Background: an optimization exercise with open tools, aiming at small area, a short achievable clock period and few clock cycles. Do not read the settings as production practice.
RTL that was checked went through simulation tests only; none was proved equivalent to the original.
No driver is modelled on the clock port, so clock power and skew are understated where the tree is cut down; a real chip needs a root buffer or a tree.
Power figures rest on the tool's default switching activity, not on a simulated workload.

// LZ77_Encoder
module LZ77_Encoder(clk,reset,chardata,valid,encode,finish,offset,match_len,char_nxt);
Size: ~28 I/O pins, ~3600 um2 of cells after synthesis.
==> flow/config.mk <==
export PLATFORM = sky130hd
export DESIGN_NAME = LZ77_Encoder
export DESIGN_NICKNAME = LZ77_Encoder
export VERILOG_FILES = /design/flow/design.v
export SDC_FILE = /design/flow/constraint.sdc
export NUM_CORES = 8
export LEC_CHECK = 0
export CAP_MARGIN = 40
export CORE_MARGIN = 2
export CORE_UTILIZATION = 30
export PLACE_DENSITY = 0.35
export SLEW_MARGIN = 40
==> flow/constraint.sdc <==
create_clock -name core_clock -period 13.0 [get_ports {clk}]
set_input_delay 2.6000 -clock core_clock [delete_from_list [all_inputs] [get_ports {clk}]]
set_output_delay 2.6000 -clock core_clock [all_outputs]
set_load 0.01 [all_outputs]
standard.sh (not shown) runs the stock make flow with config.mk's settings and CLKGATE_MAP_FILE= SYNTH_SCRIPT=/design/flow/synth_recipe.tcl, a recipe that flattens the netlist after the stock synthesis.
==> flow/flow/run.sh <==
#!/bin/bash
# Layout flow: the standard synthesis, then the ORFS layout steps with
# settings from flow/params.sh (port buffer cell, setup margin for
# repair_timing, clock tree buffers), and optionally every logic cell reset to
# its smallest drive strength right after synthesis so that repair_timing
# only upsizes what the timing needs. Each tool's output goes to a log here.
set -euo pipefail
source flow/params.sh
R=orfs/results/$FLOW_PLATFORM/LZ77_Encoder/base
bash standard.sh synth > synth.log 2>&1
if [[ "${DOWNSIZE:-0}" == 1 ]]; then
  IN_DB=$R/1_synth.odb openroad -no_init -exit flow/downsize.tcl > downsize.log 2>&1
fi
bash standard.sh "${MAKEVARS[@]}" finish > layout.log 2>&1
==> flow/flow/downsize.tcl <==
# Swap every logic cell to the smallest-area cell of its family (same
# function, other drive strength). Flip-flops keep their type.
read_db $::env(IN_DB)
set db [ord::get_db]
set fam {}
foreach lib [$db getLibs] {
  foreach m [$lib getMasters] {
    set n [$m getName]
    if {[regexp {^(sky130_fd_sc_hd__[a-z0-9]+)_([0-9]+)$} $n -> base drv]} {
      dict lappend fam $base $m
    }
  }
}
set swapped 0
foreach inst [[ord::get_db_block] getInsts] {
  set m [$inst getMaster]
  set n [$m getName]
  if {![regexp {^(sky130_fd_sc_hd__[a-z0-9]+)_([0-9]+)$} $n -> base drv]} continue
  if {[regexp {__(df|edf|sdf|dl|sedf|clk|conb|tap|fill|decap)} $n]} continue
  set best $m
  set ba [expr {[$m getWidth] * [$m getHeight]}]
  foreach c [dict get $fam $base] {
    set a [expr {[$c getWidth] * [$c getHeight]}]
    if {$a < $ba} { set best $c; set ba $a }
  }
  if {$best ne $m} {
    $inst swapMaster $best
    incr swapped
  }
}
puts "downsized $swapped instances"
write_db $::env(IN_DB)
==> flow/flow/params.sh <==
DOWNSIZE=1
MAKEVARS=("BUFFER_PORTS_ARGS=-buffer_cell sky130_fd_sc_hd__buf_2" "CTS_ARGS=-sink_clustering_enable -repair_clock_nets -dont_use_dummy_load -sink_clustering_size 30 -buf_list sky130_fd_sc_hd__clkbuf_8" SETUP_SLACK_MARGIN=9.6)
Testbench counts at the start, summed over its fixed seeds: cycles 24,720.
Edit:
==> flow/flow/params.sh (replaced) <==
DOWNSIZE=1
MAKEVARS=("BUFFER_PORTS_ARGS=-buffer_cell sky130_fd_sc_hd__buf_2" "CTS_BUF_LIST=sky130_fd_sc_hd__clkbuf_8" CTS_CLUSTER_SIZE=30 SETUP_SLACK_MARGIN=9.45)
Effect:
- first-iteration DRC count falls by 16%
- setup slack degrades by 0.015 ns
- wire length falls by 0.86%
- global-route usage barely changes
- utilization falls by 0.25 points
Edit:
==> flow/flow/params.sh (replaced) <==
DOWNSIZE=1
MAKEVARS=("BUFFER_PORTS_ARGS=-buffer_cell sky130_fd_sc_hd__buf_2" "CTS_ARGS=-sink_clustering_enable -repair_clock_nets -dont_use_dummy_load -sink_clustering_size 30 -buf_list sky130_fd_sc_hd__clkbuf_8" SETUP_SLACK_MARGIN=9.45)
The new run completed with no timing, DRC or antenna violations; final cell count drops slightly; routed wire length drops slightly; final area falls by a few percent; critical path depth stays the same; synthesized cell count stays the same; count of clock-buffer cells in the layout decreases by 1; hold slack is about the same; setup slack is about the same; synthesized area does not change; maximum frequency hardly moves; first-iteration DRC count is unchanged.
Edit:
==> flow/flow/params.sh (replaced) <==
DOWNSIZE=1
MAKEVARS=("BUFFER_PORTS_ARGS=-buffer_cell sky130_fd_sc_hd__buf_2" "CTS_ARGS=-sink_clustering_enable -repair_clock_nets -dont_use_dummy_load -sink_clustering_size 55 -buf_list sky130_fd_sc_hd__clkbuf_16" SETUP_SLACK_MARGIN=9.45)
=> Wire length stays flat; worst setup slack is better by 0.020 ns; die area stays the same; clock-buffer cell count is unchanged; global-route usage barely changes; cell area went up by a few percent.

## the reference run
Another version of the RTL of LZ77_Encoder (not shown whole).
For scale: ~340 cells after synthesis, ~28 I/O pins, roughly 3700 sq um of cells after synthesis.
clock: 13.0 ns
lec_check: 0
cap_margin: 40
core_margin: 2
core_utilization: 30
place_density: 0.35
slew_margin: 40
==> flow/flow/params.sh <==
DOWNSIZE=1
MAKEVARS=("BUFFER_PORTS_ARGS=-buffer_cell sky130_fd_sc_hd__buf_2" "CTS_BUF_LIST=sky130_fd_sc_hd__clkbuf_8" CTS_CLUSTER_SIZE=30)
Scripts as last shown in full above: flow/flow/run.sh, flow/flow/downsize.tcl
Setup changes, the reference run to the trial run
==> flow/flow/params.sh <==
DOWNSIZE=1
MAKEVARS=("BUFFER_PORTS_ARGS=-buffer_cell sky130_fd_sc_hd__buf_2" SETUP_SLACK_MARGIN=9.6)
--- outcome ---
Comparing the reference run with the trial run, the total global routing track utilization came out essentially unchanged.
In the trial run, fmax is higher than in the reference run.
In the tables for the reference run and the trial run, final worst-path setup slack reads higher with the trial run.
Relative to the reference run, cell count has gone up in the trial run.
Compared with the reference run, the trial run shows total power that has gone up by more than 10%.
Number of global-route vias before repair of the trial run exceeds that of the reference run slightly.
The trial run against the reference run: clock transition at the registers of the reported paths shrank by 0.02 ns, required time of the worst setup path held steady.
The trial run vs the reference run: relative slew slack up in the trial run
The trial run ends up with a signed area change from the synthesized netlist to the final layout that is 7.2 points higher than in the reference run.
The trial run gives more layout clock buffer count than the reference run did.
Function was not checked in any run of this note: the RTL went through the layout flow alone.

The RTL this note starts from:
==> flow/design.v <==
module LZ77_Encoder(clk,reset,chardata,valid,encode,finish,offset,match_len,char_nxt);
input               clk;
input               reset;
input       [7:0]   chardata;
output reg          valid;
output              encode;
output reg          finish;
output reg  [3:0]   offset;
output reg  [2:0]   match_len;
output      [7:0]   char_nxt;
assign encode = 1'b1;
reg [79:0] hist;
reg [3:0]  cnt;
reg        st;
reg [9:1]  al;
always @(posedge clk)
    hist <= {hist[71:0], chardata};
reg [3:0] cnt_nx;
always @(*)
    case (cnt)
        4'd0: cnt_nx = 4'd1;
        4'd1: cnt_nx = 4'd2;
        4'd2: cnt_nx = 4'd3;
        4'd3: cnt_nx = 4'd4;
        4'd4: cnt_nx = 4'd5;
        4'd5: cnt_nx = 4'd6;
        4'd6: cnt_nx = 4'd7;
        4'd7: cnt_nx = 4'd8;
        default: cnt_nx = 4'd9;
    endcase
always @(posedge clk or posedge reset)
    if (reset) cnt <= 4'd0;
    else       cnt <= cnt_nx;
wire [7:0] cur = hist[7:0];
assign char_nxt = hist[15:8];
wire [9:1] eq;
wire [9:1] mask;
genvar g;
generate
    for (g = 1; g <= 9; g = g + 1) begin : cmp
        assign eq[g]   = (hist[8*g +: 8] == cur);
    end
endgenerate
assign mask[1] = |cnt;
assign mask[2] = cnt[3] | cnt[2] | cnt[1];
assign mask[3] = cnt[3] | cnt[2] | (cnt[1] & cnt[0]);
assign mask[4] = cnt[3] | cnt[2];
assign mask[5] = cnt[3] | (cnt[2] & (cnt[1] | cnt[0]));
assign mask[6] = cnt[3] | (cnt[2] & cnt[1]);
assign mask[7] = cnt[3] | (cnt[2] & cnt[1] & cnt[0]);
assign mask[8] = cnt[3];
assign mask[9] = cnt[3] & cnt[0];
wire       en = (cnt != 4'd0);
wire [2:0] je = st ? 3'd0 : match_len;
wire [9:1] a  = al & eq;
wire [2:0] jn = {je[2] ^ (je[1] & je[0]), je[1] ^ je[0], ~je[0]};
reg        stop;
reg [9:1]  a_pr;
integer k;
always @(*) begin
    stop = 1'b0;
    for (k = 1; k <= 7; k = k + 1)
        if (je == k - 1 && a[k]) stop = 1'b1;
    for (k = 1; k <= 9; k = k + 1)
        a_pr[k] = a[k] & ~(stop && (je >= k));
end
reg [3:0] enc;
always @(*) begin
    enc = 4'd0;
    for (k = 1; k <= 9; k = k + 1)
        if (a[k]) enc = k - 1;
end
wire kill = (a == 9'd0) || (je == 3'd7);
wire nk   = kill | ~en;
wire emit = en & kill & ~finish;
always @(posedge clk) begin
    st        <= nk;
    al        <= nk ? mask : a_pr;
    match_len <= kill ? je : jn;
    if (!(kill && !st)) offset <= enc;
end
always @(posedge clk or posedge reset)
    if (reset) begin
        valid  <= 1'b0;
        finish <= 1'b0;
    end else begin
        valid <= emit;
        if (emit && cur == 8'h24) finish <= 1'b1;
    end
endmodule
Settings: LEC_CHECK=0, CAP_MARGIN=40, CORE_MARGIN=2, CORE_UTILIZATION=30, PLACE_DENSITY=0.35, SLEW_MARGIN=40; clock period 13.0 ns.
==> flow/flow/params.sh <==
DOWNSIZE=1
MAKEVARS=("BUFFER_PORTS_ARGS=-buffer_cell sky130_fd_sc_hd__buf_2" SETUP_SLACK_MARGIN=9.6 "CTS_BUF_LIST=sky130_fd_sc_hd__clkbuf_8" CTS_CLUSTER_SIZE=30)
Scripts as last shown in full above: flow/flow/run.sh, flow/flow/downsize.tcl
Next try:
==> flow/flow/params.sh (replaced) <==
DOWNSIZE=0
MAKEVARS=("BUFFER_PORTS_ARGS=-buffer_cell sky130_fd_sc_hd__buf_2" SETUP_SLACK_MARGIN=9.6)
What happened: The new run completed with no timing, DRC or antenna violations. Routed wire length is higher by 1.7%. Via count stays flat. Core utilization goes down by 0.41 points. Worst hold slack is worse by 0.0070 ns. Design area came out higher by 3.0%. Setup slack gets better by 0.029 ns.
Next try:
==> flow/flow/params.sh (replaced) <==
DOWNSIZE=1
MAKEVARS=("BUFFER_PORTS_ARGS=-buffer_cell sky130_fd_sc_hd__buf_2" "CTS_BUF_LIST=sky130_fd_sc_hd__clkbuf_8" CTS_CLUSTER_SIZE=30 SETUP_SLACK_MARGIN=9.45)
- synthesized cell count does not change
- setup slack gets worse by 0.026 ns
- die area is lower by 3.6%
- wire length went down by 2.5%
- critical path depth is unchanged
- combinational power is lower by 9.2%
- design area shrinks by 6.4%
Next try:
==> flow/flow/params.sh (replaced) <==
DOWNSIZE=1
MAKEVARS=("BUFFER_PORTS_ARGS=-buffer_cell sky130_fd_sc_hd__buf_2" "CTS_BUF_LIST=sky130_fd_sc_hd__clkbuf_8" CTS_CLUSTER_SIZE=30 SETUP_SLACK_MARGIN=9.3)
After rerunning: Global-route usage is about the same. Via count barely changes. Flip-flop and latch count is unchanged.
Function was not checked in any run of this note: the RTL went through the layout flow alone.

RTL: one of the versions met above, not the one the previous note started from.
Size: roughly 28 I/O pins, roughly 0.0036 mm2 of cells after synthesis.
export LEC_CHECK = 0
export CAP_MARGIN = 40
export CORE_MARGIN = 2
export CORE_UTILIZATION = 30
export PLACE_DENSITY = 0.35
export SLEW_MARGIN = 40
create_clock -name core_clock -period 13.0 [get_ports {clk}]
==> flow/flow/params.sh <==
DOWNSIZE=1
MAKEVARS=("BUFFER_PORTS_ARGS=-buffer_cell sky130_fd_sc_hd__buf_2" "CTS_ARGS=-sink_clustering_enable -repair_clock_nets -dont_use_dummy_load -sink_clustering_size 30 -buf_list sky130_fd_sc_hd__clkbuf_8" SETUP_SLACK_MARGIN=9.75 SETUP_MOVE_SEQUENCE=sizeup,swap)
Scripts as last shown in full above: flow/flow/run.sh, flow/flow/downsize.tcl
The baseline produced a clean layout.
Testbench counts at the start, summed over its fixed seeds: cycles 24,720.
Edit:
==> flow/flow/params.sh (replaced) <==
DOWNSIZE=1
MAKEVARS=("BUFFER_PORTS_ARGS=-buffer_cell sky130_fd_sc_hd__buf_2" "CTS_ARGS=-sink_clustering_enable -repair_clock_nets -dont_use_dummy_load -sink_clustering_size 30 -buf_list {sky130_fd_sc_hd__clkbuf_4 sky130_fd_sc_hd__clkbuf_8}" SETUP_SLACK_MARGIN=9.45)
After rerunning: Setup slack gets better by 0.012 ns; clock skew hardly moves; sequential cell count is unchanged.
Edit:
==> flow/flow/params.sh (replaced) <==
DOWNSIZE=1
MAKEVARS=("BUFFER_PORTS_ARGS=-buffer_cell sky130_fd_sc_hd__buf_2" "CTS_ARGS=-sink_clustering_enable -repair_clock_nets -dont_use_dummy_load -sink_clustering_size 30 -buf_list sky130_fd_sc_hd__clkbuf_8" SETUP_SLACK_MARGIN=9.75)
Result: Global-route usage is higher by 0.11 points. Cell count went up by about 1.4%. Power rises by about 0.75%. Synthesized area stays the same. Non-clock buffer count is higher by 7. Utilization went up by 1.1 points. Via count rose by 1.2%. Clock-buffer cell count does not change. Critical path depth is unchanged. Sequential share of layout area fell by 1.5 points.
Edit:
==> flow/flow/params.sh (replaced) <==
DOWNSIZE=1
MAKEVARS=("BUFFER_PORTS_ARGS=-buffer_cell sky130_fd_sc_hd__buf_2" "CTS_ARGS=-sink_clustering_enable -repair_clock_nets -dont_use_dummy_load -sink_clustering_size 30 -buf_list sky130_fd_sc_hd__clkbuf_8" SETUP_SLACK_MARGIN=9.6 SETUP_MOVE_SEQUENCE=sizeup,swap)
Effect: Final cell count is lower by 1.6%. Fmax decreases by 0.69%. Die area does not change. Clock-buffer cell count stays the same. Non-clock buffer count falls by 8. Global-route usage barely changes. Clock skew is about the same. Power drops by 0.45%. First-iteration DRC count goes down by 24%. Register-to-register slack stays flat. Design area drops by 1.5%.

Another version of the RTL of LZ77_Encoder (not shown whole).
Size: ~290 cells after synthesis, about 28 I/O pins, about 3400 um^2 of cells after synthesis.
==> flow/config.mk <==
export PLATFORM = sky130hd
export DESIGN_NAME = LZ77_Encoder
export DESIGN_NICKNAME = LZ77_Encoder
export VERILOG_FILES = /design/flow/design.v
export SDC_FILE = /design/flow/constraint.sdc
export NUM_CORES = 8
export LEC_CHECK = 0
export CAP_MARGIN = 40
export CORE_MARGIN = 2
export CORE_UTILIZATION = 30
export PLACE_DENSITY = 0.35
export SLEW_MARGIN = 40
==> flow/constraint.sdc <==
create_clock -name core_clock -period 13.0 [get_ports {clk}]
set_input_delay 2.6000 -clock core_clock [delete_from_list [all_inputs] [get_ports {clk}]]
set_output_delay 2.6000 -clock core_clock [all_outputs]
set_load 0.01 [all_outputs]
==> flow/flow/run.sh <==
#!/bin/bash
# Layout flow: the standard synthesis, then the ORFS layout steps with
# settings from flow/params.sh, and these changes:
#  - flow/resynth.tcl: the logic re-mapped for area (optional) and every logic
#    cell reset to its smallest drive strength, so that repair only upsizes
#    what timing needs;
#  - flow/ports.tcl: smaller buffers on the input ports;
#  - flow/clocktree.tcl: the clock tree that CTS builds replaced by one level
#    of buffers driven by the clock port.
# Each tool's output goes to a log file here.
set -euo pipefail
source flow/params.sh
R=orfs/results/$FLOW_PLATFORM/LZ77_Encoder/base
bash standard.sh synth > synth.log 2>&1
IN_DB=$R/1_synth.odb IN_SDC=$R/1_synth.sdc RESTRUCTURE=${RESTRUCTURE:-0} \
  openroad -no_init -exit flow/resynth.tcl > resynth.log 2>&1
export CLK_GROUPS CLK_BUF IN_PORT_BUF OUT_PORT_BUF
bash standard.sh "${MAKEVARS[@]}" POST_CTS_TCL=$PWD/flow/clocktree.tcl \
  "BUFFER_PORTS_ARGS=-buffer_cell $OUT_PORT_BUF" POST_GLOBAL_PLACE_TCL=$PWD/flow/ports.tcl finish > layout.log 2>&1
==> flow/flow/clocktree.tcl <==
# POST_CTS hook: replace the clock tree that CTS built with one level of
# clock buffers driven by the clock port. The registers are split into
# CLK_GROUPS groups of about equal size by recursive median cuts of their
# positions; each group gets one buffer (CLK_BUF) at its centre, so every
# register sees the same structure: port -> one buffer -> clock pin.
set block [ord::get_db_block]
set db [ord::get_db]
set ngroups $::env(CLK_GROUPS)
set bufm [$db findMaster $::env(CLK_BUF)]

set clkport [$block findBTerm clk]
set clknet [$clkport getNet]

# every clock pin of a register, wherever in the tree it hangs now
set sinks {}
set cts_insts {}
foreach inst [$block getInsts] {
  set mname [[$inst getMaster] getName]
  if {[regexp {__(df|edf|sdf)} $mname]} {
    set ck [$inst findITerm CLK]
    if {$ck ne "NULL"} { lappend sinks $ck }
  }
}
# the buffers CTS made: instances whose output drives a clock net
foreach net [$block getNets] {
  if {[$net getSigType] ne "CLOCK"} continue
  foreach it [$net getITerms] {
    set inst [$it getInst]
    set mname [[$inst getMaster] getName]
    if {[regexp {__(clkbuf|clkinv|buf|inv|bufinv|clkdly)} $mname] && [$it isOutputSignal]} {
      lappend cts_insts $inst
    }
  }
}
set cts_insts [lsort -unique $cts_insts]
puts "clocktree: [llength $sinks] sinks, removing [llength $cts_insts] CTS cells"
set oldnets {}
foreach inst $cts_insts {
  foreach it [$inst getITerms] {
    set n [$it getNet]
    if {$n ne "NULL" && $n ne $clknet} { lappend oldnets $n }
    $it disconnect
  }
  odb::dbInst_destroy $inst
}
foreach ck $sinks { if {[$ck getNet] ne "NULL"} { $ck disconnect } }
foreach n [lsort -unique $oldnets] {
  if {[llength [$n getITerms]] == 0 && [llength [$n getBTerms]] == 0} { odb::dbNet_destroy $n }
}

proc pin_xy {it} {
  set inst [$it getInst]
  set b [$inst getBBox]
  return [list [expr {([$b xMin] + [$b xMax]) / 2}] [expr {([$b yMin] + [$b yMax]) / 2}]]
}
proc split_groups {items n axis} {
  if {$n <= 1} { return [list $items] }
  set keyed {}
  foreach it $items { lappend keyed [list [lindex [pin_xy $it] $axis] $it] }
  set keyed [lsort -integer -index 0 $keyed]
  set n1 [expr {$n / 2}]
  set cut [expr {int(round([llength $keyed] * double($n1) / $n))}]
  set a {}; set b {}
  set i 0
  foreach k $keyed { if {$i < $cut} { lappend a [lindex $k 1] } else { lappend b [lindex $k 1] }; incr i }
  set nx [expr {1 - $axis}]
  return [concat [split_groups $a $n1 $nx] [split_groups $b [expr {$n - $n1}] $nx]]
}
# cut first across the longer side of the sink region
set xs {}; set ys {}
foreach ck $sinks { lassign [pin_xy $ck] x y; lappend xs $x; lappend ys $y }
set xs [lsort -integer $xs]; set ys [lsort -integer $ys]
set axis [expr {([lindex $xs end] - [lindex $xs 0]) >= ([lindex $ys end] - [lindex $ys 0]) ? 0 : 1}]
set groups [split_groups $sinks $ngroups $axis]

set gi 0
foreach g $groups {
  set sx 0; set sy 0
  foreach ck $g { lassign [pin_xy $ck] x y; set sx [expr {$sx + $x}]; set sy [expr {$sy + $y}] }
  set cx [expr {$sx / [llength $g]}]; set cy [expr {$sy / [llength $g]}]
  set buf [odb::dbInst_create $block $bufm "clkbuf_root_$gi"]
  set net [odb::dbNet_create $block "clknet_root_$gi"]
  $net setSigType CLOCK
  [$buf findITerm A] connect $clknet
  [$buf findITerm X] connect $net
  foreach ck $g { $ck connect $net }
  $buf setLocation [expr {$cx - [$bufm getWidth] / 2}] [expr {$cy - [$bufm getHeight] / 2}]
  $buf setPlacementStatus PLACED
  puts "clocktree: group $gi: [llength $g] sinks, buffer at $cx $cy"
  incr gi
}
detailed_placement
check_placement -verbose
estimate_parasitics -placement
report_clock_latency -include_internal_latency
report_clock_skew
source [file join [file dirname [info script]] tune.tcl]
==> flow/flow/params.sh <==
RESTRUCTURE=0
CLK_GROUPS=4
CLK_BUF=sky130_fd_sc_hd__buf_12
IN_PORT_BUF=sky130_fd_sc_hd__buf_1
OUT_PORT_BUF=sky130_fd_sc_hd__buf_2
MAKEVARS=("CTS_ARGS=-sink_clustering_enable -repair_clock_nets -dont_use_dummy_load -sink_clustering_size 30 -buf_list sky130_fd_sc_hd__clkbuf_8" SETUP_SLACK_MARGIN=9.45)
==> flow/flow/tune.tcl <==
proc tune_area {} {
  set a 0.0
  foreach inst [[ord::get_db_block] getInsts] {
    set m [$inst getMaster]
    if {[$m getType] ne "CORE"} continue
    if {[regexp {tapvpwr|fill|decap} [$m getName]]} continue
    set a [expr {$a + [$m getWidth] * [$m getHeight] / 1e6}]
  }
  return $a
}
proc tune_cost {} {
  set p [expr {$::env(FLOW_PERIOD_NS) - [sta::worst_slack -max]}]
  return [expr {[tune_area] * $p}]
}
proc tune_family {m} {
  set n [$m getName]
  if {![regexp {^(sky130_fd_sc_hd__[a-z0-9]+)_([0-9]+)$} $n -> base drv]} { return {} }
  set out {}
  foreach d {1 2 4 8} {
    set c [[ord::get_db] findMaster ${base}_$d]
    if {$c ne "NULL"} { lappend out $c }
  }
  return $out
}
estimate_parasitics -placement
set cands {}
foreach inst [[ord::get_db_block] getInsts] {
  if {[regexp {^output[0-9]+$} [$inst getName]]} {
    lappend cands $inst
    # the register that drives this output buffer
    set net [[$inst findITerm A] getNet]
    if {$net ne "NULL"} {
      foreach it [$net getITerms] {
        if {[$it isOutputSignal] && [regexp {__(df|edf|sdf)} [[[$it getInst] getMaster] getName]]} {
          lappend cands [$it getInst]
        }
      }
    }
  }
}
set cands [lsort -unique $cands]
set best [tune_cost]

for {set pass 0} {$pass < 3} {incr pass} {
  set changed 0
  foreach inst $cands {
    set cur [$inst getMaster]
    set keep $cur
    foreach m [tune_family $cur] {
      if {$m eq $cur} continue
      $inst swapMaster $m
      estimate_parasitics -placement
      set c [tune_cost]
      if {$c < $best - 1e-6} { set best $c; set keep $m; set changed 1 }
      $inst swapMaster $cur
    }
    if {$keep ne $cur} {
      $inst swapMaster $keep
      puts "tune: [$inst getName] [$cur getName] -> [$keep getName] cost $best"
    }
    estimate_parasitics -placement
  }
  if {!$changed} break
}
detailed_placement
estimate_parasitics -placement

Other scripts of this flow, unchanged in this note and not shown: flow/flow/ports.tcl, flow/flow/resynth.tcl
Testbench counts at the start, summed over its fixed seeds: cycles 24,720.
Rerun with:
--- a/flow/flow/clocktree.tcl
+++ b/flow/flow/clocktree.tcl
@@ -95,3 +95,2 @@
 report_clock_latency -include_internal_latency
 report_clock_skew
-source [file join [file dirname [info script]] tune.tcl]
removed: flow/flow/tune.tcl
Outcome:
- The new run went through all stages and came out clean
- utilization increases by 0.10 points
- total power stays flat
- register-to-register slack barely changes
- fmax stays flat
- global-route usage is unchanged
- first-iteration DRC count stays the same
- die area does not change
- hold slack stays the same
- routed wire length does not change
Rerun with:
--- a/flow/flow/clocktree.tcl
+++ b/flow/flow/clocktree.tcl
@@ -95,2 +95,3 @@
 report_clock_latency -include_internal_latency
 report_clock_skew
+source [file join [file dirname [info script]] tune.tcl]
--- a/flow/flow/params.sh
+++ b/flow/flow/params.sh
@@ -1,3 +1,3 @@
-RESTRUCTURE=0
+RESTRUCTURE=1
 CLK_GROUPS=4
 CLK_BUF=sky130_fd_sc_hd__buf_12
==> flow/flow/tune.tcl (new file) <==
proc tune_area {} {
  set a 0.0
  foreach inst [[ord::get_db_block] getInsts] {
    set m [$inst getMaster]
    if {[$m getType] ne "CORE"} continue
    if {[regexp {tapvpwr|fill|decap} [$m getName]]} continue
    set a [expr {$a + [$m getWidth] * [$m getHeight] / 1e6}]
  }
  return $a
}
proc tune_cost {} {
  set p [expr {$::env(FLOW_PERIOD_NS) - [sta::worst_slack -max]}]
  return [expr {[tune_area] * $p}]
}
proc tune_family {m} {
  set n [$m getName]
  if {![regexp {^(sky130_fd_sc_hd__[a-z0-9]+)_([0-9]+)$} $n -> base drv]} { return {} }
  set out {}
  foreach d {1 2 4 8} {
    set c [[ord::get_db] findMaster ${base}_$d]
    if {$c ne "NULL"} { lappend out $c }
  }
  return $out
}
estimate_parasitics -placement
set cands {}
foreach inst [[ord::get_db_block] getInsts] {
  if {[regexp {^output[0-9]+$} [$inst getName]]} {
    lappend cands $inst
    # the register that drives this output buffer
    set net [[$inst findITerm A] getNet]
    if {$net ne "NULL"} {
      foreach it [$net getITerms] {
        if {[$it isOutputSignal] && [regexp {__(df|edf|sdf)} [[[$it getInst] getMaster] getName]]} {
          lappend cands [$it getInst]
        }
      }
    }
  }
}
set cands [lsort -unique $cands]
set best [tune_cost]

for {set pass 0} {$pass < 3} {incr pass} {
  set changed 0
  foreach inst $cands {
    set cur [$inst getMaster]
    set keep $cur
    foreach m [tune_family $cur] {
      if {$m eq $cur} continue
      $inst swapMaster $m
      estimate_parasitics -placement
      set c [tune_cost]
      if {$c < $best - 1e-6} { set best $c; set keep $m; set changed 1 }
      $inst swapMaster $cur
    }
    if {$keep ne $cur} {
      $inst swapMaster $keep
      puts "tune: [$inst getName] [$cur getName] -> [$keep getName] cost $best"
    }
    estimate_parasitics -placement
  }
  if {!$changed} break
}
detailed_placement
estimate_parasitics -placement

Utilization rose by 0.42 points.
Fmax decreases by a few percent.
Final area went down by a few percent.
Hold slack degrades by 0.0061 ns.
Area after synthesis is lower by a few percent.
Final cell count came out higher slightly.
Die area decreases by a few percent.
Via count rose by about a fifth.
Rerun with:
--- a/flow/flow/clocktree.tcl
+++ b/flow/flow/clocktree.tcl
@@ -95,3 +95,2 @@
 report_clock_latency -include_internal_latency
 report_clock_skew
-source [file join [file dirname [info script]] tune.tcl]
removed: flow/flow/tune.tcl
Effect:
- The new run finished with timing, DRC and antenna clean
- routed wire length stays flat
- synthesized area is unchanged
- synthesized cell count stays the same
- power increases by about 0.36%
- sequential share of layout area goes down by 0.29 points
- worst setup slack improves by 0.070 ns
- maximum frequency is higher by about 2%
- die area stays the same
- via count is unchanged
- clock skew barely changes
- global-route usage is unchanged
No run of this note takes its clock network from TritonCTS; it comes from the design's own scripts or RTL.

## re-timing with driven ports
No port has a modelled driver above. Below, the same layouts with a new extraction and two added sets of constraints.
Step 1, drivers: a clkbuf_16 drives clk and a buf_2 each remaining input, both assumed.
Step 2 moves the port delays by t, midway between the first and last clock arrival at a register: inputs arrive t later, outputs are due t later. That takes back most of the time a late clock gives input paths.
a / b / c = ideal / step 1 / step 2; a / b = the first two.
| run | shift t [ns] | slack for setup (ns) | latest minus earliest clock arrival (ns) | slew at the worst register clock pin (ns) |
|---|---|---|---|---|
| the first run of note 1 | 0.399 | 9.520 / 9.486 / 9.885 | 0.020 / 0.019 | 0.09 / 0.09 |
| the second run of note 1 | 0.407 | 9.505 / 9.470 / 9.877 | 0.009 / 0.010 | 0.10 / 0.10 |
| the third run of note 1 | 0.398 | 9.507 / 9.473 / 9.871 | 0.018 / 0.018 | 0.09 / 0.09 |
| the fourth run of note 1 | 0.383 | 9.527 / 9.489 / 9.872 | 0.011 / 0.011 | 0.07 / 0.07 |
| the reference run | 0.401 | 9.435 / 9.402 / 9.803 | 0.009 / 0.010 | 0.10 / 0.10 |
| the trial run | 0.378 | 9.531 / 9.493 / 9.871 | 0.007 / 0.008 | 0.07 / 0.07 |
| the first run of note 3 | 0.402 | 9.489 / 9.456 / 9.858 | 0.012 / 0.012 | 0.10 / 0.10 |
| the second run of note 3 | 0.390 | 9.518 / 9.477 / 9.866 | 0.010 / 0.009 | 0.08 / 0.08 |
| the third run of note 3 | 0.402 | 9.492 / 9.459 / 9.860 | 0.009 / 0.009 | 0.10 / 0.10 |
| the fourth run of note 3 | 0.401 | 9.435 / 9.402 / 9.803 | 0.009 / 0.010 | 0.10 / 0.10 |
| the first run of note 4 | 0.398 | 9.496 / 9.461 / 9.860 | 0.019 / 0.019 | 0.09 / 0.09 |
| the second run of note 4 | 0.398 | 9.507 / 9.473 / 9.871 | 0.018 / 0.018 | 0.09 / 0.09 |
| the third run of note 4 | 0.399 | 9.520 / 9.486 / 9.885 | 0.020 / 0.019 | 0.09 / 0.09 |
| the fourth run of note 4 | 0.398 | 9.496 / 9.461 / 9.860 | 0.019 / 0.019 | 0.09 / 0.09 |
| the first run of note 5 | 0.219 | 9.735 / 9.648 / 9.867 | 0.004 / 0.004 | 0.10 / 0.10 |
| the second run of note 5 | 0.219 | 9.727 / 9.641 / 9.860 | 0.004 / 0.004 | 0.10 / 0.10 |
| the third run of note 5 | 0.222 | 9.603 / 9.515 / 9.736 | 0.006 / 0.007 | 0.10 / 0.10 |
| the fourth run of note 5 | 0.223 | 9.672 / 9.585 / 9.807 | 0.004 / 0.005 | 0.10 / 0.10 |
After both steps setup and hold are still met in every run listed.
